What follows belongs to an exercise in optimizing a design on an open flow for small area; a production flow would make more cautious choices. Function was checked by simulation only, so behaviour that the tests miss may differ from the original. Power figures rest on the tool's default switching activity, not on a simulated workload.

==> design.v <==
module tamagotchi_top (
    input        clk,
    input        reset,        
    input        btn_salud,    
    input        btn_ali,      
    input        btn_reset,    
    input        btn_test,     
    input        ult,          
    input        gyro,         
    output       rs,
    output       rw,
    output       enable,
    output [7:0] data,
    output [6:0] seg_display,
    output       clk_out,
    output       an,
    output       tstled
);
    reg [4:0] div;
    always @(posedge clk) begin
        if (!reset) div <= 5'd0;
        else        div <= div + 5'd1;
    end
    assign clk_out = div[4];
    assign enable  = div[2];
    wire fsm_tick = (div == 5'b01111);
    wire lcd_tick = (div[2:0] == 3'b011);
    wire [3:0] display_out;
    wire [1:0] display_out2;
    tamagotchi_fsm U_tamagotchi (
        .clk(clk),
        .reset(reset),
        .tick(fsm_tick),
        .btn_salud(btn_salud),
        .btn_ali(btn_ali),
        .ult(ult),
        .gyro(gyro),
        .btn_reset(btn_reset),
        .btn_test(btn_test),
        .display_out(display_out),
        .display_out2(display_out2),
        .seg_display(seg_display),
        .an(an),
        .tstled(tstled)
    );
    bucleEspera U_bucleEspera (
        .clk(clk),
        .reset(reset),
        .tick(lcd_tick),
        .select_figures(display_out),
        .sleep(display_out2),
        .rs(rs),
        .rw(rw),
        .data(data)
    );
endmodule
module tamagotchi_fsm (
    input wire btn_salud,
    input wire btn_ali,
    input wire ult,
    input wire gyro,
    input wire btn_reset,
    input wire btn_test,
    input wire clk,
    input wire reset,    
    input wire tick,     
    output wire [3:0] display_out,
    output reg  [1:0] display_out2,
    output wire [6:0] seg_display,
    output wire an,
    output wire tstled
    );
    reg [3:0] nivel_salud, nivel_energia, nivel_hambre, nivel_diversion;
    localparam [3:0] LV1 = 4'd12;
    localparam [3:0] LV2 = 4'd8;
    localparam [3:0] LV3 = 4'd0;
    localparam [3:0] LV4 = 4'd1;
    localparam [3:0] LV5 = 4'd2;
    localparam [3:0] LV6 = 4'd5;
    localparam [3:0] LV7 = 4'd10;
    localparam [3:0] LV8 = 4'd4;
    localparam [3:0] LV9 = 4'd9;
    localparam [3:0] LV10 = 4'd3;
    localparam [3:0] LVX = 4'd6;    
    localparam [15:0] LT5_TABLE = 16'h1103;    
    localparam [15:0] GE5_TABLE = 16'h063c;    
    localparam [15:0] SEG0_TABLE = 16'hf8c2;    
    localparam [15:0] SEG1_TABLE = 16'he8e4;    
    localparam [15:0] SEG2_TABLE = 16'he9c0;    
    localparam [15:0] SEG3_TABLE = 16'hfcca;    
    localparam [15:0] SEG4_TABLE = 16'hfec7;    
    localparam [15:0] SEG5_TABLE = 16'hfdc1;    
    localparam [15:0] SEG6_TABLE = 16'hfcc0;    
    function [3:0] lvl_inc; input [3:0] t; lvl_inc = {t[2:0], ~(t[3] ^ t[0])}; endfunction
    function [3:0] lvl_dec; input [3:0] t; lvl_dec = {~(t[0] ^ t[1]), t[3:1]}; endfunction
    reg [4:0] timer_salud, timer_energia, timer_hambre, timer_diversion;
    reg [7:0] timer_diversion2, timer_energia2;
    function [4:0] step5;
        input [4:0] t;
        step5 = {t[3:0], ~(t[4] ^ t[2])};
    endfunction
    function [7:0] step8;
        input [7:0] t;
        step8 = {t[6:0], ~(t[7] ^ t[5] ^ t[4] ^ t[3]) ^ (t[6:0] == 7'h7f)};
    endfunction
    localparam [4:0] T24 = 5'b10100;
    localparam [7:0] T6 = 8'h3D, T12 = 8'h43;
    reg energia_tst, diversion_tst;    
    reg test_mode, dead_mode;
    reg d3, d1, d0;                    
    reg [3:0] seg_lvl;                 
    wire d2 = GE5_TABLE[seg_lvl];
    assign display_out = {d3, d2, d1, d0};
    assign an = 1'b0;
    assign tstled = ~test_mode;
    wire R = ~btn_reset;
    wire T = ~btn_test;
    wire S = ~btn_salud;
    wire A = ~btn_ali;
    wire U = ult;
    wire G = ~gyro;             
    wire tm = test_mode;
    wire dm = dead_mode;
    wire nrm = ~dm & ~tm;       
    wire s1 = (nivel_salud == LV1);
    wire e1 = (nivel_energia == LV1);
    wire h1 = (nivel_hambre == LV1);
    wire v1 = (nivel_diversion == LV1);
    wire disp0000 = (display_out == 4'b0000);
    wire disp0100 = (display_out == 4'b0100);
    wire disp0010 = (display_out == 4'b0010);
    wire disp0110 = (display_out == 4'b0110);
    wire disp0011 = (display_out == 4'b0011);
    wire disp0111 = (display_out == 4'b0111);
    wire disp0001 = (display_out == 4'b0001);
    wire disp0101 = (display_out == 4'b0101);
    wire tv_ok = ~(timer_diversion2[7:2] == 6'd0 && timer_diversion2[1:0] != 2'b10);    
    wire te_ok = ~(timer_energia2[7:2] == 6'd0 && timer_energia2[1:0] != 2'b10);
    wire tv_fire = tm & U & (diversion_tst ? disp0111 : disp0011) & tv_ok;   
    wire te_fire = tm & G & (energia_tst ? disp0101 : disp0001) & te_ok;    
    wire s_inc = nrm & S & (LT5_TABLE[nivel_salud] ? disp0000 : (nivel_salud != LV10 & disp0100));
    wire h_inc = nrm & A & (LT5_TABLE[nivel_hambre] ? disp0010 : (nivel_hambre != LV10 & disp0110));
    wire v_inc = nrm & U & (timer_diversion2 == T6) &
                 (LT5_TABLE[nivel_diversion] ? disp0011 : (nivel_diversion != LV10 & disp0111));
    wire e_inc = nrm & G & (display_out2 == 2'b01) & (timer_energia2 == T12) & (nivel_energia != LV10);
    wire s_dec = ~tm & (timer_salud == T24) & ~s1;
    wire h_dec = ~tm & (timer_hambre == T24) & ~h1;
    wire v_dec = ~tm & (timer_diversion == T24) & ~v1;
    wire e_run = ~tm & ~G & ~dm;        
    wire e_dec = e_run & (timer_energia == T24) & ~e1;
    wire act = tm | ~dm;                 
    always @(posedge clk) begin
        if (!reset) begin
            nivel_salud <= LV3;
            nivel_energia <= LV4;
            nivel_hambre <= LV5;
            nivel_diversion <= LV6;
            timer_salud <= 0;
            timer_energia <= 0;
            timer_hambre <= 0;
            timer_diversion <= 0;
            timer_diversion2 <= 0;
            timer_energia2 <= 0;
            d3 <= 1'b1; d1 <= 1'b0; d0 <= 1'b0;
            display_out2 <= 2'b00;
            dead_mode <= 1'b0;
            test_mode <= 1'b0;
            seg_lvl <= LVX;
            energia_tst <= 1'b0;
            diversion_tst <= 1'b0;
        end else if (tick) begin
            if (tm & S & ~s1 & disp0100)      nivel_salud <= LV1;
            else if (tm & S & s1 & disp0000)  nivel_salud <= LV10;
            else if (s_dec)                   nivel_salud <= lvl_dec(nivel_salud);
            else if (s_inc)                   nivel_salud <= lvl_inc(nivel_salud);
            else if (T)                       nivel_salud <= LV1;
            else if (R)                       nivel_salud <= LV8;
            if (tm & A & ~h1 & disp0110)      nivel_hambre <= LV1;
            else if (tm & A & h1 & disp0010)  nivel_hambre <= LV10;
            else if (h_dec)                   nivel_hambre <= lvl_dec(nivel_hambre);
            else if (h_inc)                   nivel_hambre <= lvl_inc(nivel_hambre);
            else if (T)                       nivel_hambre <= LV1;
            else if (R)                       nivel_hambre <= LV8;
            if (tv_fire)                      nivel_diversion <= diversion_tst ? LV1 : LV10;
            else if (v_dec)                   nivel_diversion <= lvl_dec(nivel_diversion);
            else if (v_inc)                   nivel_diversion <= lvl_inc(nivel_diversion);
            else if (T)                       nivel_diversion <= LV1;
            else if (R)                       nivel_diversion <= LV8;
            if (te_fire)                      nivel_energia <= energia_tst ? LV1 : LV10;
            else if (e_dec)                   nivel_energia <= lvl_dec(nivel_energia);
            else if (e_inc)                   nivel_energia <= lvl_inc(nivel_energia);
            else if (T)                       nivel_energia <= LV1;
            else if (R)                       nivel_energia <= LV8;
            if (~tm)                          timer_salud <= (timer_salud == T24 | s1) ? 5'd0 : step5(timer_salud);
            else if (R)                       timer_salud <= 5'd0;
            if (~tm)                          timer_hambre <= (timer_hambre == T24 | h1) ? 5'd0 : step5(timer_hambre);
            else if (R)                       timer_hambre <= 5'd0;
            if (~tm)                          timer_diversion <= (timer_diversion == T24 | v1) ? 5'd0 : step5(timer_diversion);
            else if (R)                       timer_diversion <= 5'd0;
            if (e_run)                        timer_energia <= (timer_energia == T24 | e1) ? 5'd0 : step5(timer_energia);
            else if (R)                       timer_energia <= 5'd0;
            if (tv_fire | v_inc)              timer_diversion2 <= 8'd0;
            else if (U & act)                 timer_diversion2 <= step8(timer_diversion2);
            if (te_fire | e_inc)              timer_energia2 <= 8'd0;
            else if (G & act)                 timer_energia2 <= step8(timer_energia2);
            if (tv_fire)                      diversion_tst <= ~diversion_tst;
            else if (R)                       diversion_tst <= 1'b0;
            if (te_fire)                      energia_tst <= ~energia_tst;
            else if (R)                       energia_tst <= 1'b0;
            if (act & G)                      {d3, d1, d0} <= 3'b001;
            else if (act & U)                 {d3, d1, d0} <= 3'b011;
            else if (act & A)                 {d3, d1, d0} <= 3'b010;
            else if (act & S)                 {d3, d1, d0} <= 3'b000;
            else if (R)                       {d3, d1, d0} <= 3'b100;
            if (~tm & ~G)                     display_out2 <= dm ? 2'b11 : 2'b00;
            else if (nrm & G)                 display_out2 <= 2'b01;
            else if (R | T)                   display_out2 <= 2'b00;
            if (T)                            test_mode <= 1'b1;
            else if (R)                       test_mode <= 1'b0;
            if (s1 & e1 & h1 & v1 & ~tm)      dead_mode <= 1'b1;
            else if (R | T)                   dead_mode <= 1'b0;
            case (display_out[1:0])
                2'b00: seg_lvl <= nivel_salud;
                2'b01: seg_lvl <= nivel_energia;
                2'b10: seg_lvl <= nivel_hambre;
                default: seg_lvl <= nivel_diversion;
            endcase
        end
    end
    assign seg_display = {SEG6_TABLE[seg_lvl], SEG5_TABLE[seg_lvl], SEG4_TABLE[seg_lvl], SEG3_TABLE[seg_lvl],
                          SEG2_TABLE[seg_lvl], SEG1_TABLE[seg_lvl], SEG0_TABLE[seg_lvl]};
endmodule
module bucleEspera (
    input clk,
    input reset,                  
    input tick,                   
    input [3:0] select_figures,
    input [1:0] sleep,
    output reg rs,
    output rw,
    output reg [7:0] data
);
localparam M_INIT   = 3'd0;   
localparam M_CC0    = 3'd1;   
localparam M_SV     = 3'd2;   
localparam M_CREATE = 3'd3;   
localparam M_CC1    = 3'd4;   
localparam M_SCW    = 3'd5;   
localparam M_WAIT   = 3'd6;   
localparam C_ZERO = 3'd2, C_FELIZ = 3'd3, C_TRISTE = 3'd1, C_NEUTRO = 3'd0,
           C_DORMIDO = 3'd4, C_MUERTO = 3'd5;
localparam L_ZERO = 3'd0, L_SALUD = 3'd6, L_ENERGIA = 3'd2, L_COMIDA = 3'd5,
           L_DIVERSION = 3'd4, L_ZZZ = 3'd3, L_MUERTE = 3'd7;
reg [2:0] mode;
reg [5:0] n;
reg t;
reg change;
reg [2:0] sel1, sel2;
wire [4:0] row;
glyph_rom U_rom (.s1(sel1), .s2(sel2), .n(n), .ch(change), .q(row));
assign rw = 1'b0;
always @(*) begin
    rs = 1'b0;
    data = 8'h00;
    case (mode)
        M_INIT: case (n[1:0])
            2'd1: data = 8'h38;
            2'd2: data = 8'h0C;
            2'd3: data = 8'h01;
            default: data = 8'h00;
        endcase
        M_CC0, M_SV: data = 8'h01;
        M_CREATE: if (!t) data = {2'b01, n[5:3], 3'b000};
                  else begin rs = 1'b1; data = {3'b000, row}; end
        M_CC1: data = 8'h0C;
        M_SCW: if (!t) data = {1'b1, n[2], 3'b000, change, n[1:0]};
               else begin rs = 1'b1; data = {5'b00000, n[2:0]}; end
        M_WAIT: if (!t) rs = 1'b1;
                else data = 8'hC4;
        default: ;
    endcase
end
always @(posedge clk) begin
    if (!reset) begin
        mode <= M_INIT;
        n <= 6'd0;
        t <= 1'b0;
        change <= 1'b0;
        sel1 <= C_ZERO;
        sel2 <= L_ZERO;
    end else if (tick) begin
        case (mode)
            M_INIT: begin
                if (n[1:0] == 2'd3) begin
                    mode <= M_CC0; n <= 6'd0;
                end else n <= n + 6'd1;
            end
            M_CC0: begin
                mode <= M_SV;
                if (sleep == 2'b01) begin
                    sel1 <= C_DORMIDO; sel2 <= L_ZZZ;
                end else if (sleep == 2'b11) begin
                    sel1 <= C_MUERTO; sel2 <= L_MUERTE;
                end else begin
                    case (select_figures[3:2])
                        2'b01: sel1 <= C_FELIZ;
                        2'b00: sel1 <= C_TRISTE;
                        2'b10: sel1 <= C_NEUTRO;
                        default: ;
                    endcase
                    if (select_figures[3:2] == 2'b10) sel2 <= L_ZERO;
                    else case (select_figures[1:0])
                        2'b00: sel2 <= L_SALUD;
                        2'b01: sel2 <= L_ENERGIA;
                        2'b10: sel2 <= L_COMIDA;
                        default: sel2 <= L_DIVERSION;
                    endcase
                end
            end
            M_SV: begin
                mode <= M_CREATE; n <= 6'd0; t <= 1'b0;
            end
            M_CREATE: begin
                if (!t) t <= 1'b1;
                else if (n == 6'd62) begin
                    mode <= M_CC1; n <= 6'd0; t <= 1'b0;
                end else begin
                    n <= n + 6'd1;
                    if (n[2:0] == 3'd7) t <= 1'b0;
                end
            end
            M_CC1: begin
                mode <= M_SCW; n <= 6'd0; t <= 1'b0;
            end
            M_SCW: begin
                if (!t) t <= 1'b1;
                else begin
                    t <= 1'b0;
                    if (n[2:0] == 3'd7) begin
                        mode <= M_WAIT; n <= 6'd0; change <= ~change;
                    end else n <= n + 6'd1;
                end
            end
            M_WAIT: begin
                if (!t) begin
                    if (n == 6'd25) begin
                        mode <= M_CC0; n <= 6'd0;
                    end else t <= 1'b1;
                end else begin
                    t <= 1'b0; n <= n + 6'd1;
                end
            end
            default: mode <= M_INIT;
        endcase
    end
end
endmodule
module glyph_rom(s1, s2, n, ch, q);
  input [2:0] s1;
  wire [2:0] s1;
  input [2:0] s2;
  wire [2:0] s2;
  input [5:0] n;
  wire [5:0] n;
  input ch;
  wire ch;
  output [4:0] q;
  wire [4:0] q;
  wire _000_;
  wire _001_;
  wire _002_;
  wire _003_;
  wire _004_;
  wire _005_;
  wire _006_;
  wire _007_;
  wire _008_;
  wire _009_;
  wire _010_;
  wire _011_;
  wire _012_;
  wire _013_;
  wire _014_;
  wire _015_;
  wire _016_;
  wire _017_;
  wire _018_;
  wire _019_;
  wire _020_;
  wire _021_;
  wire _022_;
  wire _023_;
  wire _024_;
  wire _025_;
  wire _026_;
  wire _027_;
  wire _028_;
  wire _029_;
  wire _030_;
  wire _031_;
  wire _032_;
  wire _033_;
  wire _034_;
  wire _035_;
  wire _036_;
  wire _037_;
  wire _038_;
  wire _039_;
  wire _040_;
  wire _041_;
  wire _042_;
  wire _043_;
  wire _044_;
  wire _045_;
  wire _046_;
  wire _047_;
  wire _048_;
  wire _049_;
  wire _050_;
  wire _051_;
  wire _052_;
  wire _053_;
  wire _054_;
  wire _055_;
  wire _056_;
  wire _057_;
  wire _058_;
  wire _059_;
  wire _060_;
  wire _061_;
  wire _062_;
  wire _063_;
  wire _064_;
  wire _065_;
  wire _066_;
  wire _067_;
  wire _068_;
  wire _069_;
  wire _070_;
  wire _071_;
  wire _072_;
  wire _073_;
  wire _074_;
  wire _075_;
  wire _076_;
  wire _077_;
  wire _078_;
  wire _079_;
  wire _080_;
  wire _081_;
  wire _082_;
  wire _083_;
  wire _084_;
  wire _085_;
  wire _086_;
  wire _087_;
  wire _088_;
  wire _089_;
  wire _090_;
  wire _091_;
  wire _092_;
  wire _093_;
  wire _094_;
  wire _095_;
  wire _096_;
  wire _097_;
  wire _098_;
  wire _099_;
  wire _100_;
  wire _101_;
  wire _102_;
  wire _103_;
  wire _104_;
  wire _105_;
  wire _106_;
  wire _107_;
  wire _108_;
  wire _109_;
  wire _110_;
  wire _111_;
  wire _112_;
  wire _113_;
  wire _114_;
  wire _115_;
  wire _116_;
  wire _117_;
  wire _118_;
  wire _119_;
  wire _120_;
  wire _121_;
  wire _122_;
  wire _123_;
  wire _124_;
  wire _125_;
  wire _126_;
  wire _127_;
  wire _128_;
  wire _129_;
  wire _130_;
  wire _131_;
  wire _132_;
  wire _133_;
  wire _134_;
  wire _135_;
  wire _136_;
  wire _137_;
  wire _138_;
  wire _139_;
  wire _140_;
  wire _141_;
  wire _142_;
  wire _143_;
  wire _144_;
  wire _145_;
  wire _146_;
  wire _147_;
  wire _148_;
  wire _149_;
  wire _150_;
  wire _151_;
  wire _152_;
  wire _153_;
  wire _154_;
  wire _155_;
  wire _156_;
  wire _157_;
  wire _158_;
  wire _159_;
  wire _160_;
  wire _161_;
  wire _162_;
  wire _163_;
  wire _164_;
  wire _165_;
  wire _166_;
  wire _167_;
  wire _168_;
  wire _169_;
  wire _170_;
  wire _171_;
  wire _172_;
  wire _173_;
  wire _174_;
  wire _175_;
  wire _176_;
  wire _177_;
  wire _178_;
  wire _179_;
  wire _180_;
  wire _181_;
  wire _182_;
  wire _183_;
  wire _184_;
  wire _185_;
  wire _186_;
  wire _187_;
  wire _188_;
  wire _189_;
  wire _190_;
  wire _191_;
  wire _192_;
  wire _193_;
  wire _194_;
  wire _195_;
  wire _196_;
  wire _197_;
  wire _198_;
  wire _199_;
  wire _200_;
  wire _201_;
  wire _202_;
  wire _203_;
  wire _204_;
  wire _205_;
  wire _206_;
  wire _207_;
  wire _208_;
  wire _209_;
  wire _210_;
  wire _211_;
  wire _212_;
  wire _213_;
  wire _214_;
  wire _215_;
  wire _216_;
  wire _217_;
  wire _218_;
  wire _219_;
  wire _220_;
  wire _221_;
  wire _222_;
  wire _223_;
  wire _224_;
  wire _225_;
  wire _226_;
  wire _227_;
  wire _228_;
  wire _229_;
  wire _230_;
  wire _231_;
  wire _232_;
  wire _233_;
  wire _234_;
  wire _235_;
  wire _236_;
  wire _237_;
  wire _238_;
  wire _239_;
  wire _240_;
  wire _241_;
  wire _242_;
  wire _243_;
  wire _244_;
  wire _245_;
  wire _246_;
  wire _247_;
  wire _248_;
  wire _249_;
  wire _250_;
  wire _251_;
  wire _252_;
  wire _253_;
  wire _254_;
  wire _255_;
  wire _256_;
  wire _257_;
  wire _258_;
  wire _259_;
  wire _260_;
  wire _261_;
  wire _262_;
  wire _263_;
  wire _264_;
  wire _265_;
  wire _266_;
  wire _267_;
  wire _268_;
  wire _269_;
  wire _270_;
  wire _271_;
  wire _272_;
  wire _273_;
  wire _274_;
  wire _275_;
  wire _276_;
  wire _277_;
  wire _278_;
  wire _279_;
  wire _280_;
  wire _281_;
  wire _282_;
  wire _283_;
  wire _284_;
  wire _285_;
  wire _286_;
  wire _287_;
  wire _288_;
  wire _289_;
  wire _290_;
  wire _291_;
  wire _292_;
  wire _293_;
  wire _294_;
  wire _295_;
  wire _296_;
  wire _297_;
  wire _298_;
  wire _299_;
  wire _300_;
  wire _301_;
  wire _302_;
  wire _303_;
  wire _304_;
  wire _305_;
  wire _306_;
  wire _307_;
  wire _308_;
  wire _309_;
  wire _310_;
  wire _311_;
  wire _312_;
  wire _313_;
  wire _314_;
  wire _315_;
  wire _316_;
  wire _317_;
  wire _318_;
  wire _319_;
  wire _320_;
  wire _321_;
  wire _322_;
  wire _323_;
  wire _324_;
  wire _325_;
  wire _326_;
  wire _327_;
  wire _328_;
  wire _329_;
  wire _330_;
  wire _331_;
  wire _332_;
  wire _333_;
  wire _334_;
  wire _335_;
  wire _336_;
  wire _337_;
  wire _338_;
  wire _339_;
  wire _340_;
  wire _341_;
  wire _342_;
  wire _343_;
  wire _344_;
  wire _345_;
  wire _346_;
  wire _347_;
  wire _348_;
  wire _349_;
  wire _350_;
  wire _351_;
  wire _352_;
  wire _353_;
  wire _354_;
  wire _355_;
  wire _356_;
  wire _357_;
  wire _358_;
  wire _359_;
  wire _360_;
  wire _361_;
  wire _362_;
  wire _363_;
  wire _364_;
  wire _365_;
  wire _366_;
  wire _367_;
  wire _368_;
  wire _369_;
  wire _370_;
  wire _371_;
  wire _372_;
  wire _373_;
  wire _374_;
  wire _375_;
  wire _376_;
  wire _377_;
  wire _378_;
  wire _379_;
  wire _380_;
  wire _381_;
  wire _382_;
  wire _383_;
  wire _384_;
  wire _385_;
  wire _386_;
  wire _387_;
  wire _388_;
  wire _389_;
  wire _390_;
  wire _391_;
  wire _392_;
  wire _393_;
  wire _394_;
  wire _395_;
  wire _396_;
  wire _397_;
  wire _398_;
  wire _399_;
  wire _400_;
  wire _401_;
  wire _402_;
  wire _403_;
  wire _404_;
  assign _090_ = 4'h8 >> { n[0], n[1] };
  assign _100_ = 4'h8 >> { _090_, n[2] };
  assign _111_ = 4'h1 >> n[4:3];
  assign _122_ = 4'h8 >> n[4:3];
  assign _133_ = 4'h1 >> { _122_, _111_ };
  assign _144_ = 4'h8 >> { _133_, n[5] };
  assign _155_ = 4'h8 >> { _144_, _100_ };
  assign _166_ = 4'h2 >> { _155_, s2[0] };
  assign _176_ = 4'h4 >> n[4:3];
  assign _187_ = 4'h8 >> { n[5], n[2] };
  assign _198_ = 4'h4 >> { n[0], n[1] };
  assign _209_ = 4'h8 >> { _198_, n[5] };
  assign _220_ = 4'h1 >> { n[0], n[1] };
  assign _231_ = 4'h8 >> { _220_, n[2] };
  assign _241_ = 4'h1 >> { _231_, _209_ };
  assign _252_ = 4'h1 >> { _241_, _187_ };
  assign _263_ = 4'h4 >> { n[5], n[2] };
  assign _274_ = 4'h8 >> { _263_, n[1] };
  assign _285_ = 4'h1 >> { n[5], n[2] };
  assign _296_ = 4'h8 >> { _285_, _198_ };
  assign _306_ = 4'h1 >> { _296_, _274_ };
  assign _317_ = 4'h4 >> { _306_, _252_ };
  assign _328_ = 4'h2 >> { _317_, _176_ };
  assign _339_ = 4'h2 >> { _328_, _166_ };
  assign _348_ = 4'h2 >> n[4:3];
  assign _349_ = 4'h4 >> { _348_, _285_ };
  assign _350_ = 4'h2 >> { _349_, _339_ };
  assign _351_ = 4'h4 >> { n[5], n[0] };
  assign _352_ = 4'h1 >> { _351_, n[4] };
  assign _353_ = 4'h4 >> { n[4], n[0] };
  assign _354_ = 4'h2 >> { _353_, n[1] };
  assign _355_ = 4'h4 >> { _354_, _352_ };
  assign _356_ = 4'h2 >> { _355_, s2[0] };
  assign _357_ = 4'h1 >> { _356_, _350_ };
  assign _358_ = 4'h2 >> n[3:2];
  assign _359_ = 4'h8 >> { _358_, _355_ };
  assign _360_ = 4'h2 >> { _359_, _357_ };
  assign _361_ = 4'h4 >> n[3:2];
  assign _362_ = 4'h2 >> { n[0], n[1] };
  assign _363_ = 4'h8 >> { _362_, _361_ };
  assign _364_ = 4'h8 >> { _363_, n[4] };
  assign _365_ = 4'h2 >> { n[1], n[2] };
  assign _366_ = 4'h2 >> { _187_, _176_ };
  assign _367_ = 4'h8 >> { _348_, _209_ };
  assign _368_ = 4'h1 >> { _367_, _366_ };
  assign _369_ = 4'h2 >> { _368_, _365_ };
  assign _370_ = 4'h1 >> { _369_, _364_ };
  assign _371_ = 4'h4 >> { _370_, _360_ };
  assign _372_ = 4'h4 >> { _366_, _090_ };
  assign _373_ = 4'h4 >> { _372_, _306_ };
  assign _374_ = 4'h2 >> { n[5], n[2] };
  assign _375_ = 4'h8 >> { _374_, _348_ };
  assign _376_ = 4'h8 >> { _375_, _198_ };
  assign _377_ = 4'h1 >> { _376_, s2[0] };
  assign _378_ = 4'h4 >> { _377_, _373_ };
  assign _379_ = 4'h1 >> { n[4], n[0] };
  assign _380_ = 4'h2 >> { n[5], n[1] };
  assign _381_ = 4'h8 >> { _380_, _361_ };
  assign _382_ = 4'h4 >> { _381_, _379_ };
  assign _383_ = 4'h4 >> { _361_, n[1] };
  assign _384_ = 4'h4 >> n[5:4];
  assign _385_ = 4'h8 >> { _384_, n[0] };
  assign _386_ = 4'h8 >> { _385_, _383_ };
  assign _387_ = 4'h1 >> { _386_, _382_ };
  assign _388_ = 4'h8 >> { _387_, _378_ };
  assign _389_ = 4'h8 >> { ch, s2[2] };
  assign _390_ = 4'h4 >> { _389_, s2[1] };
  assign _391_ = 4'h4 >> { _390_, _388_ };
  assign _392_ = 4'h4 >> { _391_, _371_ };
  assign _393_ = 4'h2 >> s2[2:1];
  assign _394_ = 4'h8 >> { _393_, ch };
  assign _395_ = 4'h2 >> { _365_, n[4] };
  assign _396_ = 4'h1 >> { _395_, s2[0] };
  assign _397_ = 4'h2 >> { _396_, _394_ };
  assign _398_ = 4'h1 >> { _374_, _351_ };
  assign _399_ = 4'h1 >> { _398_, n[3] };
  assign _400_ = 4'h4 >> { _399_, s2[0] };
  assign _401_ = 4'h1 >> { n[5], n[3] };
  assign _402_ = 4'h8 >> { n[5], n[3] };
  assign _403_ = 4'h1 >> { _402_, _401_ };
  assign _404_ = 4'h8 >> { _220_, n[5] };
  assign _000_ = 4'h1 >> { _404_, _252_ };
  assign _001_ = 4'h2 >> { _000_, _403_ };
  assign _002_ = 4'h1 >> { _001_, _400_ };
  assign _003_ = 4'h4 >> { _403_, n[2] };
  assign _004_ = 4'h2 >> { _003_, _002_ };
  assign _005_ = 4'h2 >> { _004_, _351_ };
  assign _006_ = 4'h8 >> { _380_, s2[0] };
  assign _007_ = 4'h8 >> { _006_, _363_ };
  assign _008_ = 4'h8 >> { _374_, n[3] };
  assign _009_ = 4'h8 >> { _008_, n[0] };
  assign _010_ = 4'h2 >> { s2[0], n[0] };
  assign _011_ = 4'h8 >> { _010_, _401_ };
  assign _012_ = 4'h1 >> { _011_, _009_ };
  assign _013_ = 4'h4 >> { _012_, _007_ };
  assign _014_ = 4'h4 >> { _013_, _005_ };
  assign _015_ = 4'h2 >> { _014_, _397_ };
  assign _016_ = 4'h4 >> { _209_, s1[1] };
  assign _017_ = 4'h4 >> { s1[0], n[0] };
  assign _018_ = 4'h2 >> s1[1:0];
  assign _019_ = 4'h1 >> { _018_, n[2] };
  assign _020_ = 4'h1 >> { _019_, _017_ };
  assign _021_ = 4'h4 >> { _020_, _016_ };
  assign _022_ = 4'h4 >> { _021_, _380_ };
  assign _023_ = 4'h2 >> { _022_, _176_ };
  assign _024_ = 4'h1 >> { _023_, s1[2] };
  assign _025_ = 4'h4 >> { _111_, n[2] };
  assign _026_ = 4'h2 >> { _025_, n[5] };
  assign _027_ = 4'h1 >> { _026_, n[0] };
  assign _028_ = 4'h8 >> { _348_, _100_ };
  assign _029_ = 4'h1 >> { n[4], n[2] };
  assign _030_ = 4'h2 >> { _029_, n[3] };
  assign _031_ = 4'h2 >> { _030_, _220_ };
  assign _032_ = 4'h8 >> { _176_, _090_ };
  assign _033_ = 4'h8 >> { n[4], n[2] };
  assign _034_ = 4'h8 >> { _033_, _198_ };
  assign _035_ = 4'h1 >> { _034_, _032_ };
  assign _036_ = 4'h4 >> { _035_, _031_ };
  assign _037_ = 4'h4 >> { _036_, _028_ };
  assign _038_ = 4'h4 >> { _037_, _027_ };
  assign _039_ = 4'h1 >> { _374_, _263_ };
  assign _040_ = 4'h8 >> { s1[0], n[1] };
  assign _041_ = 4'h4 >> { _040_, _039_ };
  assign _042_ = 4'h2 >> { _041_, _038_ };
  assign _043_ = 4'h8 >> { _041_, n[0] };
  assign _044_ = 4'h2 >> { _043_, s1[2] };
  assign _045_ = 4'h4 >> { _044_, _042_ };
  assign _046_ = 4'h1 >> { _045_, _024_ };
  assign _047_ = 4'h8 >> { _220_, s1[1] };
  assign _048_ = 4'h1 >> { _047_, s1[2] };
  assign _049_ = 4'h4 >> { _048_, _383_ };
  assign _050_ = 4'h1 >> { _049_, _122_ };
  assign _051_ = 4'h2 >> { _050_, _038_ };
  assign _052_ = 4'h4 >> { _380_, n[2] };
  assign _053_ = 4'h8 >> { _052_, _348_ };
  assign _054_ = 4'h8 >> { _383_, n[4] };
  assign _055_ = 4'h8 >> { n[0], n[2] };
  assign _056_ = 4'h4 >> { _055_, _122_ };
  assign _057_ = 4'h1 >> { _056_, n[5] };
  assign _058_ = 4'h4 >> { _057_, _054_ };
  assign _059_ = 4'h4 >> { _058_, _053_ };
  assign _060_ = 4'h2 >> { s1[2], s1[0] };
  assign _061_ = 4'h2 >> { _060_, s1[1] };
  assign _062_ = 4'h1 >> { _061_, ch };
  assign _063_ = 4'h4 >> { _062_, _059_ };
  assign _064_ = 4'h4 >> { _063_, _051_ };
  assign _065_ = 4'h4 >> { _064_, _046_ };
  assign _066_ = 4'h2 >> { _285_, _122_ };
  assign _067_ = 4'h2 >> { _066_, _339_ };
  assign _068_ = 4'h8 >> { _389_, s2[1] };
  assign _069_ = 4'h8 >> { _285_, _090_ };
  assign _070_ = 4'h2 >> { _069_, _133_ };
  assign _071_ = 4'h8 >> { _404_, _361_ };
  assign _072_ = 4'h1 >> { _071_, _052_ };
  assign _073_ = 4'h2 >> { _072_, _070_ };
  assign _074_ = 4'h2 >> n[5:4];
  assign _075_ = 4'h8 >> { _074_, n[0] };
  assign _076_ = 4'h8 >> { _353_, n[1] };
  assign _077_ = 4'h8 >> { _076_, n[5] };
  assign _078_ = 4'h1 >> { _077_, _075_ };
  assign _079_ = 4'h2 >> { _078_, _361_ };
  assign _080_ = 4'h8 >> { _198_, _176_ };
  assign _081_ = 4'h8 >> { _080_, _187_ };
  assign _082_ = 4'h1 >> { _081_, s2[0] };
  assign _083_ = 4'h4 >> { _082_, _079_ };
  assign _084_ = 4'h4 >> { _083_, _073_ };
  assign _085_ = 4'h2 >> { _084_, _068_ };
  assign _086_ = 4'h4 >> { _085_, _067_ };
  assign _087_ = 4'h4 >> { _402_, n[1] };
  assign _088_ = 4'h1 >> { _008_, _274_ };
  assign _089_ = 4'h4 >> { _088_, _087_ };
  assign _091_ = 4'h4 >> { _394_, s2[0] };
  assign _092_ = 4'h8 >> { _091_, n[4] };
  assign _093_ = 4'h4 >> { _092_, _089_ };
  assign _094_ = 4'h1 >> { _093_, _086_ };
  assign _095_ = 4'h4 >> { _094_, _065_ };
  assign _096_ = 4'h4 >> { _095_, _015_ };
  assign q[3] = 4'hb >> { _096_, _392_ };
  assign _097_ = 4'h4 >> { _187_, n[0] };
  assign _098_ = 4'h8 >> { _198_, s1[2] };
  assign _099_ = 4'h4 >> { _098_, _187_ };
  assign _101_ = 4'h1 >> { _099_, _097_ };
  assign _102_ = 4'h1 >> { _101_, s1[0] };
  assign _103_ = 4'h1 >> { _187_, _090_ };
  assign _104_ = 4'h2 >> { _103_, _045_ };
  assign _105_ = 4'h4 >> { _220_, s1[0] };
  assign _106_ = 4'h1 >> { _105_, _252_ };
  assign _107_ = 4'h4 >> { _106_, _104_ };
  assign _108_ = 4'h1 >> { _107_, _102_ };
  assign _109_ = 4'h8 >> { _209_, s1[0] };
  assign _110_ = 4'h1 >> { _055_, _220_ };
  assign _112_ = 4'h1 >> { s1[1], n[0] };
  assign _113_ = 4'h2 >> { _112_, _365_ };
  assign _114_ = 4'h1 >> { _113_, _110_ };
  assign _115_ = 4'h1 >> { _114_, _109_ };
  assign _116_ = 4'h1 >> { _115_, s1[2] };
  assign _117_ = 4'h2 >> { _116_, _070_ };
  assign _118_ = 4'h4 >> { _117_, _108_ };
  assign _119_ = 4'h1 >> { _220_, n[5] };
  assign _120_ = 4'h1 >> { _119_, _231_ };
  assign _121_ = 4'h4 >> { _120_, _144_ };
  assign _123_ = 4'h2 >> { _121_, _062_ };
  assign _124_ = 4'h4 >> { _123_, _118_ };
  assign _125_ = 4'h1 >> { _001_, _100_ };
  assign _126_ = 4'h1 >> { _125_, n[3] };
  assign _127_ = 4'h1 >> { n[0], n[2] };
  assign _128_ = 4'h4 >> { _127_, _403_ };
  assign _129_ = 4'h8 >> { _348_, _198_ };
  assign _130_ = 4'h1 >> { _404_, _385_ };
  assign _131_ = 4'h4 >> { _130_, _129_ };
  assign _132_ = 4'h4 >> { _131_, _128_ };
  assign _134_ = 4'h4 >> { _132_, _126_ };
  assign _135_ = 4'h8 >> { _134_, _366_ };
  assign _136_ = 4'h2 >> { _135_, _166_ };
  assign _137_ = 4'h8 >> { _252_, _122_ };
  assign _138_ = 4'h8 >> { n[1], n[2] };
  assign _139_ = 4'h8 >> { _138_, _351_ };
  assign _140_ = 4'h1 >> { _139_, _069_ };
  assign _141_ = 4'h2 >> { _140_, _176_ };
  assign _142_ = 4'h8 >> { _383_, n[0] };
  assign _143_ = 4'h1 >> { _142_, s2[0] };
  assign _145_ = 4'h4 >> { _143_, _141_ };
  assign _146_ = 4'h4 >> { _145_, _137_ };
  assign _147_ = 4'h2 >> { _146_, _068_ };
  assign _148_ = 4'h4 >> { _147_, _136_ };
  assign _149_ = 4'h1 >> { _011_, _006_ };
  assign _150_ = 4'h1 >> { _149_, _013_ };
  assign _151_ = 4'h2 >> { _150_, _002_ };
  assign _152_ = 4'h2 >> { _151_, _397_ };
  assign _153_ = 4'h1 >> { _032_, _363_ };
  assign _154_ = 4'h1 >> n[5:4];
  assign _156_ = 4'h1 >> { _154_, _033_ };
  assign _157_ = 4'h4 >> { _156_, _153_ };
  assign _158_ = 4'h1 >> { _033_, _029_ };
  assign _159_ = 4'h2 >> { n[5], n[3] };
  assign _160_ = 4'h1 >> { _159_, _158_ };
  assign _161_ = 4'h1 >> { _160_, _166_ };
  assign _162_ = 4'h1 >> { _161_, _157_ };
  assign _163_ = 4'h4 >> { _090_, n[4] };
  assign _164_ = 4'h1 >> { _158_, _076_ };
  assign _165_ = 4'h4 >> { _164_, _163_ };
  assign _167_ = 4'h2 >> { _165_, _378_ };
  assign _168_ = 4'h2 >> { _167_, _390_ };
  assign _169_ = 4'h4 >> { _168_, _162_ };
  assign _170_ = 4'h1 >> { _169_, _152_ };
  assign _171_ = 4'h4 >> { _170_, _148_ };
  assign q[2] = 4'hb >> { _171_, _124_ };
  assign _172_ = 4'h8 >> { _384_, _363_ };
  assign _173_ = 4'h8 >> { _052_, _372_ };
  assign _174_ = 4'h8 >> { _361_, _090_ };
  assign _175_ = 4'h8 >> { _174_, _074_ };
  assign _177_ = 4'h1 >> { _175_, _173_ };
  assign _178_ = 4'h8 >> { _177_, _166_ };
  assign _179_ = 4'h4 >> { _178_, _357_ };
  assign _180_ = 4'h1 >> { _179_, _358_ };
  assign _181_ = 4'h1 >> { _180_, _137_ };
  assign _182_ = 4'h4 >> { _375_, n[1] };
  assign _183_ = 4'h1 >> { _182_, s2[0] };
  assign _184_ = 4'h1 >> { _380_, _209_ };
  assign _185_ = 4'h1 >> { _184_, n[3] };
  assign _186_ = 4'h8 >> { _374_, _362_ };
  assign _188_ = 4'h1 >> { _186_, _185_ };
  assign _189_ = 4'h2 >> { _188_, n[4] };
  assign _190_ = 4'h2 >> { _189_, _183_ };
  assign _191_ = 4'h1 >> { _190_, _379_ };
  assign _192_ = 4'h4 >> { _191_, _181_ };
  assign _193_ = 4'h1 >> { _192_, _172_ };
  assign _194_ = 4'h2 >> { _193_, _390_ };
  assign _195_ = 4'h8 >> { _112_, _358_ };
  assign _196_ = 4'h2 >> { _021_, _348_ };
  assign _197_ = 4'h1 >> { _196_, _195_ };
  assign _199_ = 4'h4 >> { _197_, _134_ };
  assign _200_ = 4'h1 >> { _199_, _045_ };
  assign _201_ = 4'h2 >> { _198_, n[5] };
  assign _202_ = 4'h2 >> { _201_, s1[2] };
  assign _203_ = 4'h2 >> { _202_, n[4] };
  assign _204_ = 4'h8 >> { s1[0], n[4] };
  assign _205_ = 4'h2 >> { _204_, _056_ };
  assign _206_ = 4'h1 >> { _403_, s1[2] };
  assign _207_ = 4'h1 >> { _206_, _128_ };
  assign _208_ = 4'h4 >> { _207_, _205_ };
  assign _210_ = 4'h4 >> { _208_, _203_ };
  assign _211_ = 4'h8 >> { _111_, n[1] };
  assign _212_ = 4'h4 >> { _074_, n[1] };
  assign _213_ = 4'h1 >> { _212_, _211_ };
  assign _214_ = 4'h8 >> { _213_, _062_ };
  assign _215_ = 4'h4 >> { _214_, _210_ };
  assign _216_ = 4'h4 >> { _215_, _200_ };
  assign _217_ = 4'h1 >> { _164_, _156_ };
  assign _218_ = 4'h1 >> { _075_, _384_ };
  assign _219_ = 4'h4 >> { _263_, n[1] };
  assign _221_ = 4'h2 >> { _219_, _218_ };
  assign _222_ = 4'h1 >> { _221_, _138_ };
  assign _223_ = 4'h1 >> { _222_, _217_ };
  assign _224_ = 4'h8 >> { _091_, _133_ };
  assign _225_ = 4'h4 >> { _224_, _223_ };
  assign _226_ = 4'h2 >> { _072_, _353_ };
  assign _227_ = 4'h8 >> { _129_, _285_ };
  assign _228_ = 4'h1 >> { _227_, _172_ };
  assign _229_ = 4'h8 >> { _228_, _082_ };
  assign _230_ = 4'h4 >> { _229_, _226_ };
  assign _232_ = 4'h2 >> { _230_, _068_ };
  assign _233_ = 4'h1 >> { _232_, _225_ };
  assign _234_ = 4'h1 >> { _233_, _350_ };
  assign _235_ = 4'h8 >> { _006_, _394_ };
  assign _236_ = 4'h8 >> { _235_, _188_ };
  assign _237_ = 4'h1 >> { _236_, _234_ };
  assign _238_ = 4'h4 >> { _237_, _216_ };
  assign q[1] = 4'hb >> { _238_, _194_ };
  assign _239_ = 4'h8 >> { _119_, _066_ };
  assign _240_ = 4'h1 >> { _071_, _367_ };
  assign _242_ = 4'h4 >> { _240_, _239_ };
  assign _243_ = 4'h4 >> { _242_, _173_ };
  assign _244_ = 4'h4 >> { _243_, _360_ };
  assign _245_ = 4'h1 >> { _138_, _198_ };
  assign _246_ = 4'h2 >> { _245_, _366_ };
  assign _247_ = 4'h1 >> { _172_, _053_ };
  assign _248_ = 4'h4 >> { _247_, _246_ };
  assign _249_ = 4'h8 >> { _248_, _183_ };
  assign _250_ = 4'h2 >> { _249_, _390_ };
  assign _251_ = 4'h4 >> { _250_, _244_ };
  assign _253_ = 4'h4 >> { _156_, n[3] };
  assign _254_ = 4'h4 >> { _253_, _134_ };
  assign _255_ = 4'h2 >> { _156_, _134_ };
  assign _256_ = 4'h1 >> { _018_, _231_ };
  assign _257_ = 4'h4 >> { _018_, _090_ };
  assign _258_ = 4'h1 >> { _257_, s1[2] };
  assign _259_ = 4'h4 >> { _258_, _256_ };
  assign _260_ = 4'h1 >> { _122_, _100_ };
  assign _261_ = 4'h4 >> { _260_, _259_ };
  assign _262_ = 4'h8 >> { _261_, _402_ };
  assign _264_ = 4'h1 >> { _380_, _353_ };
  assign _265_ = 4'h8 >> { _264_, _062_ };
  assign _266_ = 4'h4 >> { _265_, _003_ };
  assign _267_ = 4'h4 >> { _266_, _262_ };
  assign _268_ = 4'h4 >> { _267_, _255_ };
  assign _269_ = 4'h4 >> { _268_, _254_ };
  assign _270_ = 4'h2 >> { n[0], n[3] };
  assign _271_ = 4'h2 >> { _270_, _052_ };
  assign _272_ = 4'h1 >> { _271_, _139_ };
  assign _273_ = 4'h1 >> { _231_, n[1] };
  assign _275_ = 4'h8 >> { _273_, _399_ };
  assign _276_ = 4'h2 >> { _275_, _272_ };
  assign _277_ = 4'h2 >> { _276_, _224_ };
  assign _278_ = 4'h1 >> { _174_, _008_ };
  assign _279_ = 4'h8 >> { _263_, _090_ };
  assign _280_ = 4'h1 >> { _279_, _404_ };
  assign _281_ = 4'h1 >> { _280_, n[3] };
  assign _282_ = 4'h8 >> { _281_, _033_ };
  assign _283_ = 4'h8 >> { _218_, _174_ };
  assign _284_ = 4'h1 >> { _375_, s2[0] };
  assign _286_ = 4'h4 >> { _284_, _283_ };
  assign _287_ = 4'h4 >> { _286_, _282_ };
  assign _288_ = 4'h1 >> { _287_, _178_ };
  assign _289_ = 4'h1 >> { _288_, _278_ };
  assign _290_ = 4'h8 >> { _296_, _133_ };
  assign _291_ = 4'h8 >> { _288_, _278_ };
  assign _292_ = 4'h1 >> { _291_, _290_ };
  assign _293_ = 4'h4 >> { _292_, _289_ };
  assign _294_ = 4'h2 >> { _052_, _166_ };
  assign _295_ = 4'h2 >> { _294_, _068_ };
  assign _297_ = 4'h4 >> { _295_, _293_ };
  assign _298_ = 4'h1 >> { _297_, _277_ };
  assign _299_ = 4'h4 >> { _298_, _269_ };
  assign q[0] = 4'hb >> { _299_, _251_ };
  assign _300_ = 4'h1 >> { _008_, s2[1] };
  assign _301_ = 4'h1 >> { _300_, _287_ };
  assign _302_ = 4'h2 >> { _285_, s2[1] };
  assign _303_ = 4'h1 >> { _186_, _372_ };
  assign _304_ = 4'h1 >> { _303_, _089_ };
  assign _305_ = 4'h8 >> { _074_, _198_ };
  assign _307_ = 4'h1 >> { _305_, _071_ };
  assign _308_ = 4'h4 >> { _307_, _304_ };
  assign _309_ = 4'h1 >> { _308_, _302_ };
  assign _310_ = 4'h1 >> { _309_, _301_ };
  assign _311_ = 4'h8 >> { _231_, _144_ };
  assign _312_ = 4'h4 >> { _279_, _111_ };
  assign _313_ = 4'h1 >> { _138_, _362_ };
  assign _314_ = 4'h2 >> { _313_, _074_ };
  assign _315_ = 4'h1 >> { _314_, _312_ };
  assign _316_ = 4'h4 >> { _315_, _311_ };
  assign _318_ = 4'h2 >> { _316_, _310_ };
  assign _319_ = 4'h2 >> { _318_, _178_ };
  assign _320_ = 4'h4 >> { _310_, _178_ };
  assign _321_ = 4'h2 >> { _320_, _389_ };
  assign _322_ = 4'h4 >> { _321_, _319_ };
  assign _323_ = 4'h8 >> { _201_, _176_ };
  assign _324_ = 4'h2 >> { _119_, n[3] };
  assign _325_ = 4'h8 >> { _324_, _089_ };
  assign _326_ = 4'h1 >> { _325_, _323_ };
  assign _327_ = 4'h8 >> { s1[2], s1[0] };
  assign _329_ = 4'h8 >> { _327_, _365_ };
  assign _330_ = 4'h2 >> { _329_, _261_ };
  assign _331_ = 4'h1 >> { _330_, _326_ };
  assign _332_ = 4'h8 >> { _003_, _385_ };
  assign _333_ = 4'h8 >> { _080_, _374_ };
  assign _334_ = 4'h1 >> { _333_, _227_ };
  assign _335_ = 4'h4 >> { _334_, _332_ };
  assign _336_ = 4'h4 >> { _335_, _331_ };
  assign _337_ = 4'h2 >> { _336_, _062_ };
  assign _338_ = 4'h8 >> { _187_, n[3] };
  assign _340_ = 4'h2 >> { _338_, _272_ };
  assign _341_ = 4'h1 >> { _340_, s2[0] };
  assign _342_ = 4'h1 >> { _270_, _008_ };
  assign _343_ = 4'h2 >> { _342_, _006_ };
  assign _344_ = 4'h1 >> { _343_, _281_ };
  assign _345_ = 4'h4 >> { _344_, _341_ };
  assign _346_ = 4'h2 >> { _345_, _397_ };
  assign _347_ = 4'h1 >> { _346_, _337_ };
  assign q[4] = 4'hb >> { _347_, _322_ };
endmodule
==> flow/run.sh <==
#!/bin/bash
# Layout: the standard ORFS flow, with the port buffers made of buf_1
# cells and a clock tree of clkbuf_8 cells without dummy loads.
# ORFS writes each step's full log under orfs/logs/; make's own output
# goes to flow.log.
set -euo pipefail
bash standard.sh \
  "BUFFER_PORTS_ARGS=-buffer_cell sky130_fd_sc_hd__buf_1" \
  "CTS_ARGS=-sink_clustering_enable -repair_clock_nets -buf_list sky130_fd_sc_hd__clkbuf_8 -root_buf sky130_fd_sc_hd__clkbuf_8 -sink_clustering_size 20 -sink_clustering_max_diameter 60 -dont_use_dummy_load" \
  finish > flow.log 2>&1
==> standard.sh <==
#!/bin/bash
# synth_recipe.tcl (not shown) runs the flow's synth.tcl, then flattens the netlist and writes it again
# the make line also repeats each setting of config.mk as NAME=value (left out here)
make -C /OpenROAD-flow-scripts/flow DESIGN_CONFIG=/design/flow/config.mk WORK_HOME=/design/flow/orfs CLKGATE_MAP_FILE= SYNTH_SCRIPT=/design/flow/synth_recipe.tcl "${@:-finish}"
==> config.mk <==
export PLATFORM = sky130hd
export DESIGN_NAME = tamagotchi_top
export DESIGN_NICKNAME = tamagotchi_top
export VERILOG_FILES = /design/flow/design.v
export SDC_FILE = /design/flow/constraint.sdc
export NUM_CORES = 4
export LEC_CHECK = 0
export CAP_MARGIN = 20
export CORE_MARGIN = 2
export CORE_UTILIZATION = 40
export SLEW_MARGIN = 20
==> constraint.sdc <==
create_clock -name core_clock -period 10.0 [get_ports {clk}]
set_input_delay 2.0000 -clock core_clock [delete_from_list [all_inputs] [get_ports {clk}]]
set_output_delay 2.0000 -clock core_clock [all_outputs]
set_load 0.01 [all_outputs]
==> summary.txt <==
==> power groups by stage <==
stage / sequential (W) / combinational, W / clock [W]
floorplan: 0.000357 / 0.0000296 / 0
global placement: 0.000357 / 0.0000452 / 0
detailed placement: 0.000357 / 0.0000443 / 0
CTS: 0.000348 / 0.0000445 / 0.000203
global route: 0.000349 / 0.0000496 / 0.000215
finish: 0.000349 / 0.0000461 / 0.000194
==> path summary, 6_finish.rpt <==
check / startpoint / end / slack, ns
max: U_bucleEspera.n[2] / data[0] / 4.26
min: div[0] / div[0] / 0.46
max reg2reg: U_tamagotchi.seg_lvl[0] / U_tamagotchi.nivel_diversion[0] / 6.82
min reg2reg: div[0] / div[0] / 0.46
==> metal layers <==
| metal | part of all wire (%) | routed length, µm |
|---|---|---|
| met3 | 7.5 | 1692 |
| met5 | 0 | 0 |
| met2 | 44 | 9843 |
| met1 | 45 | 10150 |
| met4 | 3.7 | 843 |
==> sequential cells by signal (all words and copies together) (netlist names), 2 cells and up <==
register	cells
U_tamagotchi.seg_lvl	4
U_tamagotchi.display_out2	2
U_tamagotchi.timer_hambre	5
U_tamagotchi.timer_energia	5
U_bucleEspera.sel2	3
U_tamagotchi.timer_diversion2	8
U_bucleEspera.sel1	3
U_tamagotchi.timer_energia2	8
U_bucleEspera.n	6
U_tamagotchi.nivel_energia	4
U_tamagotchi.timer_diversion	5
U_bucleEspera.mode	3
U_tamagotchi.timer_salud	5
U_tamagotchi.nivel_hambre	4
U_tamagotchi.nivel_salud	4
div	5
U_tamagotchi.nivel_diversion	4
==> cells by family (layout without fill, tap and decap cells) <==
logic type / count (synthesis) / after routing
simple gates: 376 / 376
compound gates: 310 / 310
buf+inv: 105 / 88
flops: 87 / 87
fa+ha+maj: 42 / 42
xor+xnor: 19 / 19
mux: 19 / 19
other cells: 1 / 2
==> layout make-up <==
class / instances / area (µm²)
Clock buffer: 9 / 123.9
Inverter: 45 / 168.9
Tap cell: 225 / 281.5
Multi-Input combinational cell: 768 / 4895
Timing Repair Buffer: 34 / 158.9
Sequential cell: 87 / 1742
Fill cell: 1770 / 9867
==> cells in the mapped netlist, types with 4 or more instances <==
cell	n	area share (%)
a22oi_1	41	4.4
nand2b_1	13	1.2
or2_2	6	0.53
a211oi_1	15	1.6
o21ai_0	59	4.2
o21a_1	5	0.53
and3_1	18	1.6
nor3_1	20	1.4
mux2i_1	14	2.0
a21oi_1	63	4.5
o211ai_1	13	1.4
a22o_1	4	0.50
nand2_1	86	4.6
ha_1	42	7.5
a32oi_1	12	1.5
nor2_1	127	6.8
and2_1	6	0.53
o22ai_1	9	0.80
clkbuf_1	42	2.2
nor4b_1	5	0.62
inv_1	41	2.2
xor2_1	7	0.87
mux4_2	4	1.3
buf_2	5	0.36
o21ai_1	4	0.28
nand3b_1	4	0.43
o32ai_1	4	0.50
nor3b_1	5	0.53
buf_1	10	0.53
dfxtp_1	87	25
a21boi_0	5	0.53
a21o_1	4	0.43
nand3_1	39	2.8
nor2b_1	17	1.5
o2111ai_1	5	0.62
nand4_1	8	0.71
a221oi_1	9	1.1
xnor2_1	12	1.5
a31oi_1	23	2.0
==> stage by stage <==
| step | hold WS (ns) | utilization, % | area (µm²) | instances |
|---|---|---|---|---|
| global route | 0.4962 | 42.76 | 7370 | 1168 |
| CTS | 0.4614 | 42.73 | 7365 | 1168 |
| floorplan | 0.4179 | - | 7044 | 960 |
| detailed placement | 0.4479 | 42.01 | 7241 | 1159 |
| global placement | 0.4372 | 42.01 | 7241 | 1159 |
| finish | 0.4560 | 42.76 | 7370 | 1168 |
==> impl_metrics.yaml <==
sta:
  slew_viol_final: 0
  period_share_pct: 57.40
  grt_setup_unrepaired: "no"
  tightest_slew_ns: 0.7573
  clock_skew_ns: 0.02615
  finalSetupViolCount: 0
  final.setup.tns_ns: 0
  hold_violations: 0
  min_period_ns: 5.740
  layout_setup_ws_ns: 4.260
  maxSlewHeadroom_pct: 49.12
  fmax_ghz: 0.1742
logic_synthesis:
  synth_mux_area_share_pct: 3.430
  ys_ff_latch: 87
  syn_area_per_cell_um2: 7.342
  synth_top_family_by_area: "compound AO/OA/AOI/OAI gates"
  synth-edff-count: 0
  synth_xor_xnor_area_share_pct: 2.364
  async_flop_share_pct: 0
  synth_compound_area_share_pct: 30.09
  synthAdderAreaFrac_pct: 7.464
  ys.flop_type: "dfxtp_1"
  synth_cell_types: 82
  ys_seq_area_share_pct: 24.74
  synth_area_mm2: 0.007041
  synth.yosys.warnings: 3
  syn_inst: 959
  synth-simple-area-share_pct: 26.02
placement:
  hpwl_um: 15770
  port_buffers: 26
  place.gp.congestion: 0.9958
  dpl_worst_slack_ns: 4.763
pwr:
  pwr-share-comb_pct: 7.8
  vdd_drop_max_mv: 0.1219
  p_sw_share_pct: 25.22
  power.total_w: 0.0005889
  power_density_mw_per_mm2: 79.91
  p_clk_share_pct: 33.0
  internal-power_w: 0.0004404
  switching_power_w: 0.0001485
  p_leak_nw: 2.573
  seqPwrFrac_pct: 59.2
clock_network:
  clockRootBuffer: "clkbuf_8"
  path_clk_slew_ns: 0.07
  numCtsBuffers: 9
  cts_setup_buffers: 0
  cts_hold_buf: 0
  htreeDepth: 3
  postCtsResizedCells: 0
  cts_tree: "built"
  clk_path_buf_depth: 2
  insertion_delay_ns: 0.37
  clock_sinks: 87
floorplanning:
  die_x_um: 136.7
  fp.dieH_um: 136.7
  die_area_mm2: 0.01868
  num_io_pins: 29
  start_util_pct: 40.85
  fp.coreArea_mm2: 0.01724
  std_cell_rows: 48
routing:
  wl_per_cell_um: 19.29
  drt_iter0_markers: 1024
  via_per_inst: 6.296
  ant_nets: 0
  first_pass_iters: 8
  drt_wl_total_um: 22530
  num_vias: 7354
  route.detailed.drc: 0
worst_setup_path:
  cp_slowest_cell: "or4_1"
  worstSetupEndpointType: "output pin"
  cp_max_fo: 35
  crit_family: "compound AO/OA/AOI/OAI gates"
  max_stage_delay_ns: 0.51
  path_cells: "buf_4, clkinv_1, ha_1, a22o_1, a22oi_1, a32oi_1, o41a_1, o211ai_1, a21oi_1, or4_1, buf_1"
  critPathBufInv: 3
  cp.depth: 11
  r2r_cells: 9
  setup.worst_path.class: "reg -> out"
  cp-start-kind: "flip-flop"
  worstPathRequired_ns: 8.00
  cp_data_arrival_time_ns: 3.74
global_route:
  use_met1_pct: 33.58
  use_met3_pct: 4.593
  grt_overflow: 0
  grt_max_degree: 58
  use_met2_pct: 36.94
  grt_pass1_wl_um: 36020
  grt-busiest-layer: "met2"
  grt_pass1_vias: 6755
  antenna_found_initial: 0
  track_usage_pct: 24.30
outcome:
  status: "finished clean"
min_path:
  min_path_cells: 1
  hp-class: "reg -> reg"
finish:
  antenna_cells: 0
  area_growth_syn_to_layout_pct: 4.674
  layout_common_cells: "nor2_1 (127), dfxtp_1 (87), nand2_1 (86), a21oi_1 (63), o21ai_0 (59)"
  mostFrequentLayoutCell: "nor2_1"
  nets: 995
  drive_gt1_share_pct: 4.666
run:
  drv_cap: 0

## what the ideal ports hide
No port has a modelled driver above. Below, the same layout with a new extraction and two added sets of constraints.
Step 1: set_driving_cell puts a clkbuf_16 on clk and a buf_2 on each other input, an assumption about the parent block.
Step 2 adds t to the input delays and takes it off the output delays; t is the mean of the earliest and latest rising clock arrival at the registers after step 1. Input paths then give back, and output paths get back, about the clock's delay inside the block.
Slacks: no drivers / after step 1 / after step 2; pairs: no drivers / after step 1.
t (ns): 0.394
setup slack, ns: 4.260 / 4.224 / 4.619
worst register clock-pin slew, ns: 0.09 / 0.09
After both steps this run still meets setup and hold. For this run, drivers alone change the setup slack by -0.036 ns; drivers and shift together by +0.359 ns.
